Context: an optimization exercise on an open-source flow, tuned for small area, a short achievable clock period and few clock cycles per item. The choices shown serve that exercise and are no tape-out recipe.
In this exercise RTL edits were held to simulation tests only and were not proved equivalent to the original.
No driver is modelled on the clock port, so clock power and skew are understated where the tree is cut down; a real chip needs a root buffer or a tree.

Setup of wip/lagoon:
==> flow/design.v <==
module Reconstructor(
    input enable,
    input CLK,
    input reset,
    input [7:0]height,
    input [7:0]width,
    input Vector_sig,
    input [7:0]mv_x,
    input [7:0]addr_x,
    input [7:0]mv_y,
    input [7:0]addr_y,
    output Nxt_block_sig,
    input [1:0]data_type,
    output [15:0]Tindex,
    input [5:0]pdi,
    output [15:0]index,
    output we,
    output [8:0]datax_out,
    output [8:0]datay_out,
    output [5:0]pdo
    );
localparam IDLE = 3'd0, WAIT = 3'd1, S1 = 3'd2, RD0 = 3'd3, CMP = 3'd4, RD = 3'd5;
reg [2:0] state;
reg [15:0] I, N;          
reg jxN, jyN, nval;       
reg [4:0] preg;           
reg [1:0] btype;
reg [7:0] ry0, rx0;
reg hasx, hasy;
always @(posedge CLK) begin
  ry0 <= addr_y + mv_y[7:2];
  rx0 <= addr_x + mv_x[7:2];
  hasx <= |mv_x[1:0];
  hasy <= |mv_y[1:0];
end
function [4:0] oa;
  input jx, jy;
  input [1:0] rx, ry;
  reg [2:0] cx, cy;
  begin
    cx = jx ? {1'b0, rx} : (rx == 2'd0 ? 3'd4 : {1'b0, 2'd0 - rx});
    cy = jy ? {1'b0, ry} : (ry == 2'd0 ? 3'd4 : {1'b0, 2'd0 - ry});
    oa = cx * cy;
  end
endfunction
wire s_cmp = (state == CMP);
wire s_rd0 = (state == RD0);
wire wr = s_cmp & ({1'b0, preg} > pdi);
wire last = ~nval;
wire adv = s_rd0 | (s_cmp & ~last);    
wire nx_v = (~jxN & hasx) | (~jyN & hasy);
wire nx_x = ~jxN & hasx;
wire nx_y = (~jxN & hasx) ? jyN : 1'b1;
wire tmode = (state == IDLE) | (state == WAIT) | (s_cmp & last);
wire tgt_x = (state == S1) ? 1'b0 : (state == RD) ? jxN : nx_x;
wire tgt_y = (state == S1) ? 1'b0 : (state == RD) ? jyN : nx_y;
wire [7:0] op = tmode ? addr_y : ry0 + {7'd0, tgt_y};
wire [7:0] ax = tmode ? addr_x : rx0 + {7'd0, tgt_x};
wire [15:0] M = op * width + {8'd0, ax} + {8'hFF, ~width};
assign Nxt_block_sig = (state == WAIT) | (s_cmp & last & ~wr);
assign Tindex = N;
assign index = (s_rd0 | (s_cmp & ~wr)) ? N : I;
assign we = wr;
assign pdo = {1'b0, preg};
assign datax_out = {1'b0, mv_x};
assign datay_out = {1'b0, mv_y};
always @(posedge CLK or posedge reset)
  if (reset)
    state <= IDLE;
  else
    case (state)
      IDLE: if (enable) state <= WAIT;
      WAIT: if (Vector_sig) state <= S1;
      S1:   state <= RD0;
      RD0:  state <= CMP;
      CMP:  if (last) state <= (~wr & Vector_sig) ? S1 : WAIT;
            else if (wr) state <= RD;
      RD:   state <= CMP;
      default: state <= IDLE;
    endcase
always @(posedge CLK) begin
  N <= M;
  if (state == S1) begin
    jxN <= 1'b0; jyN <= 1'b0; nval <= 1'b1;
  end
  if (s_rd0)
    btype <= data_type;
  if (adv) begin
    I <= N;
    preg <= oa(jxN, jyN, mv_x[1:0], mv_y[1:0]) + {(s_rd0 ? data_type : btype), 2'b00};
    nval <= nx_v; jxN <= nx_x; jyN <= nx_y;
  end
end
endmodule
==> flow/config.mk <==
export PLATFORM = sky130hd
export DESIGN_NAME = Reconstructor
export DESIGN_NICKNAME = Reconstructor
export VERILOG_FILES = /design/flow/design.v
export SDC_FILE = /design/flow/constraint.sdc
export NUM_CORES = 4
export LEC_CHECK = 0
export ABC_CLOCK_PERIOD_IN_PS = 6000
export CAP_MARGIN = 20
export CORE_MARGIN = 2
export CORE_UTILIZATION = 40
export CTS_BUF_LIST = sky130_fd_sc_hd__clkbuf_8
export CTS_CLUSTER_SIZE = 30
export PLACE_DENSITY = 0.6
export SETUP_SLACK_MARGIN = 4
export SLEW_MARGIN = 20
==> flow/constraint.sdc <==
create_clock -name core_clock -period 11.0 [get_ports {CLK}]
set_input_delay 2.2000 -clock core_clock [delete_from_list [all_inputs] [get_ports {CLK}]]
set_output_delay 2.2000 -clock core_clock [all_outputs]
set_load 0.01 [all_outputs]
standard.sh (not shown) runs the stock make flow with config.mk's settings and CLKGATE_MAP_FILE= SYNTH_SCRIPT=/design/flow/synth_recipe.tcl, a recipe that flattens the netlist after the stock synthesis.
==> flow/flow/run.sh <==
#!/bin/bash
# Standard layout, with every port buffered by sky130_fd_sc_hd__buf_1.
set -euo pipefail
export BUFFER_PORTS_ARGS="-buffer_cell sky130_fd_sc_hd__buf_1"
bash standard.sh > standard.log 2>&1
Every stage of the flow completed for wip/lagoon, and the final layout passed the timing, design-rule and antenna checks.
Testbench counts of wip/lagoon, summed over its fixed seeds: cycles 37,029, vectors 5,350.
Modified inputs, wip/harbor compared to wip/lagoon
- ABC_CLOCK_PERIOD_IN_PS no longer set, was 6000
- SETUP_SLACK_MARGIN now 4.5, was 4
wip/harbor vs wip/lagoon: total number of vias up slightly
Compared wip/harbor vs wip/lagoon, and worst setup margin is up in wip/harbor.
In wip/harbor, register fraction of the total cell area is lower than in wip/lagoon.
wip/harbor: cell area after layout is about 2.6% higher than what wip/lagoon reported.
The final reports for wip/harbor and wip/lagoon show core utilization higher in the former.
Delta (wip/harbor minus wip/lagoon): count of clock-buffer cells in the layout went up 1, all-layer global routing usage climbed 0.22 points.
Changes in wip/garnet relative to wip/harbor:
- putting ABC_CLOCK_PERIOD_IN_PS at 6000 where nothing was set
## What came out
wip/garnet -> wip/harbor: maximum frequency delta 0, exact match. Post-synthesis sequential area ratio essentially unchanged between wip/harbor and wip/garnet. Final worst-path setup slack: wip/garnet vs wip/harbor — no meaningful difference. Re synthesized cell area: no difference whatsoever between wip/garnet and wip/harbor. wip/garnet against wip/harbor: number of nets with antenna violations after detailed routing essentially unchanged; area fraction in compound gates after synthesis essentially unchanged. Synthesized cell count: wip/garnet vs wip/harbor, no meaningful difference. wip/garnet -> wip/harbor: tap cell count delta 0, exact match.

---

// Reconstructor: RTL as listed in full above, without the edits since
Settings: LEC_CHECK=0, ABC_CLOCK_PERIOD_IN_PS=4500, CAP_MARGIN=20, CORE_MARGIN=2, CORE_UTILIZATION=40, CTS_BUF_LIST=sky130_fd_sc_hd__clkbuf_8, CTS_CLUSTER_SIZE=30, PLACE_DENSITY=0.6, SETUP_SLACK_MARGIN=5, SLEW_MARGIN=20; clock period 11.0 ns.
Scripts as last shown in full above: flow/flow/run.sh
Testbench counts at the start, summed over its fixed seeds: cycles 37,029, vectors 5,350.
Edit:
- ABC_CLOCK_PERIOD_IN_PS: 4500 -> 6000
=> Synthesized cell count is unchanged; critical path depth does not change; global-route usage does not change; sequential share of layout area is unchanged; worst setup slack stays the same; routed wire length is unchanged; area after synthesis stays the same.

---

Reconstructor, a different RTL version from the one above (not shown whole).
Size in the first run: roughly 610 cells after synthesis, roughly 60 flip-flops, about 5700 um2 of cells after synthesis.
==> flow/design.v (excerpt) <==
module Reconstructor(
    input enable,
    input CLK,
    input reset,
    input [7:0]height,
    input [7:0]width,
    input Vector_sig,
    input [7:0]mv_x,
    input [7:0]addr_x,
    input [7:0]mv_y,
    input [7:0]addr_y,
    output Nxt_block_sig,
    input [1:0]data_type,
    output [15:0]Tindex,
    input [5:0]pdi,
    output [15:0]index,
    output we,
    output [8:0]datax_out,
    output [8:0]datay_out,
    output [5:0]pdo
    );
localparam IDLE = 3'd0, WAIT = 3'd1, S1 = 3'd2, RD = 3'd3, TL = 3'd4, WR = 3'd5;
reg [2:0] state;
reg [15:0] N;             
reg [1:0] kN;             
reg [1:0] kP;             
reg pv;                   
reg tv;                   
reg [3:0] f;              
reg [4:0] preg;           
reg [1:0] btype;
reg [1:0] rx, ry;
reg ser;                  
always @(posedge CLK) begin
  rx <= mv_x[1:0];
  ry <= mv_y[1:0];
  ser <= (width == 8'd0) | (width == 8'd1) | (width == 8'd255);
end
wire hasx = |rx, hasy = |ry;
function [4:0] oa;
  input [1:0] k;
  input [1:0] rx, ry;
  reg [2:0] cx, cy;
  begin
    cx = k[0] ? {1'b0, rx} : (rx == 2'd0 ? 3'd4 : {1'b0, 2'd0 - rx});
    cy = k[1] ? {1'b0, ry} : (ry == 2'd0 ? 3'd4 : {1'b0, 2'd0 - ry});
    case ({cx[2], cy[2]})
      2'b11: oa = 5'd16;
      2'b10: oa = {1'b0, cy[1:0], 2'b00};
      2'b01: oa = {1'b0, cx[1:0], 2'b00};
      default: case ({cx[1:0], cy[1:0]})
        4'b0101: oa = 5'd1;
        4'b0110, 4'b1001: oa = 5'd2;
        4'b0111, 4'b1101: oa = 5'd3;
        4'b1010: oa = 5'd4;
        4'b1011, 4'b1110: oa = 5'd6;
        4'b1111: oa = 5'd9;
        default: oa = 5'd0;
      endcase
    endcase
  end
endfunction
function [4:0] pri;
  input [4:0] o;
  input [1:0] t;
  pri = {o[4:2] + {1'b0, t}, o[1:0]};
endfunction
wire [4:0] oaN = oa(kN, rx, ry);
wire [4:0] pN = pri(oaN, btype);                          
wire [4:0] pN0 = pri(oaN, tv ? btype : data_type);       
wire s_rd = (state == RD), s_tl = (state == TL), s_wr = (state == WR);
wire [5:0] cp = {1'b0, preg};
wire [5:0] cg = cp & ~pdi, cl = ~cp & pdi;
wire [5:0] ce = ~(cg | cl);
wire gt = cg[5] | ce[5] & (cg[4] | ce[4] & (cg[3] | ce[3] & (cg[2] | ce[2] & (cg[1] | ce[1] & cg[0]))));
function [2:0] nextk;             
  input [1:0] k;
  input hx, hy;
  begin
    nextk[2] = (~k[0] & hx) | (~k[1] & hy);
    nextk[1:0] = (~k[0] & hx) ? {k[1], 1'b1} : 2'b10;
  end
endfunction
function [1:0] first;
  input [3:0] fl;
  ...
export LEC_CHECK = 0
export ABC_CLOCK_PERIOD_IN_PS = 6000
export CAP_MARGIN = 20
export CORE_MARGIN = 2
export CORE_UTILIZATION = 40
export CTS_BUF_LIST = sky130_fd_sc_hd__clkbuf_8
export CTS_CLUSTER_SIZE = 30
export PLACE_DENSITY = 0.6
export SETUP_SLACK_MARGIN = 5
export SLEW_MARGIN = 20
create_clock -name core_clock -period 11.0 [get_ports {CLK}]
==> flow/flow/run.sh <==
#!/bin/bash
# Standard layout, with every port buffered by sky130_fd_sc_hd__buf_1 and a
# clock tree of clkbuf_8 without dummy loads, whose leaf buffers are then
# merged in pairs (flow/halve.tcl).
set -euo pipefail
export BUFFER_PORTS_ARGS="-buffer_cell sky130_fd_sc_hd__buf_1"
export CTS_ARGS="-sink_clustering_enable -repair_clock_nets -dont_use_dummy_load -buf_list sky130_fd_sc_hd__clkbuf_8 -sink_clustering_size 30 -sink_clustering_max_diameter 150"
export POST_CTS_TCL="$(pwd)/flow/halve.tcl"
bash standard.sh > standard.log 2>&1
==> flow/flow/halve.tcl <==
# After CTS: merge the clock tree's leaf buffers in pairs (each pair's sinks
# move to its first buffer, the second is removed).
set block [ord::get_db_block]
set leaves {}
foreach inst [$block getInsts] {
  set name [$inst getName]
  if {[string match "clkbuf_*_CLK" $name] && $name ne "clkbuf_0_CLK"} { lappend leaves $name }
}
set leaves [lsort $leaves]
foreach {a b} $leaves {
  if {$b eq ""} { continue }
  set ia [$block findInst $a]
  set ib [$block findInst $b]
  set na [[$ia findITerm X] getNet]
  set nb [[$ib findITerm X] getNet]
  foreach it [$nb getITerms] {
    if {[[$it getInst] getName] ne $b} {
      $it disconnect
      $it connect $na
    }
  }
  odb::dbInst_destroy $ib
  odb::dbNet_destroy $nb
}
detailed_placement
check_placement -verbose
estimate_parasitics -placement
report_clock_skew
report_worst_slack -max
report_worst_slack -min
The first run passed the timing, design-rule and antenna checks.
Testbench counts at the start, summed over its fixed seeds: cycles 37,693, vectors 5,350.
Next try:
==> flow/flow/run.sh (replaced) <==
#!/bin/bash
# Standard layout, with every port buffered by sky130_fd_sc_hd__buf_1 and a
# clock tree of clkbuf_8 without dummy loads.
set -euo pipefail
export BUFFER_PORTS_ARGS="-buffer_cell sky130_fd_sc_hd__buf_1"
export CTS_ARGS="-sink_clustering_enable -repair_clock_nets -dont_use_dummy_load -buf_list sky130_fd_sc_hd__clkbuf_8 -sink_clustering_size 30 -sink_clustering_max_diameter 150"
bash standard.sh > standard.log 2>&1
- SETUP_SLACK_MARGIN: 5 -> 4.7
removed: flow/flow/halve.tcl
Result: The new run passed the timing, design-rule and antenna checks. Non-clock buffer count does not change. Core utilization hardly moves. Final cell count grows slightly. Sequential share of layout area barely changes.

[port drivers added, routing unchanged]
The flow's constraints put no driver on any port. The routed layouts listed below were extracted and timed again, unchanged, in two steps. Step 1 sets driving cells, clkbuf_16 on the clock port and buf_2 on the other inputs (assumed; they add their load-dependent delay and slew). Step 2 also shifts input and output timing later by t, the mid clock arrival at the registers, as if the neighbouring blocks saw the same clock. a / b / c = ideal / step 1 / step 2; a / b = the first two.
run	t, ns	setup WS [ns]	worst setup path at the end	latest minus earliest clock arrival (ns)
wip/lagoon	0.375	4.331 / 4.336 / 3.961	input to register	0.011 / 0.012
wip/harbor	0.373	4.670 / 4.668 / 4.295	input to register	0.016 / 0.016
wip/garnet	0.373	4.670 / 4.668 / 4.295	input to register	0.016 / 0.016
the first run of note 2	0.389	4.916 / 4.892 / 4.567	input to register	0.011 / 0.011
the second run of note 2	0.389	4.916 / 4.892 / 4.567	input to register	0.011 / 0.011
the first run of note 3	0.368	5.176 / 5.148 / 4.830	input to register	0.035 / 0.035
the second run of note 3	0.388	4.922 / 4.937 / 4.549	input to register	0.024 / 0.024
After both steps every run listed still meets setup and hold.
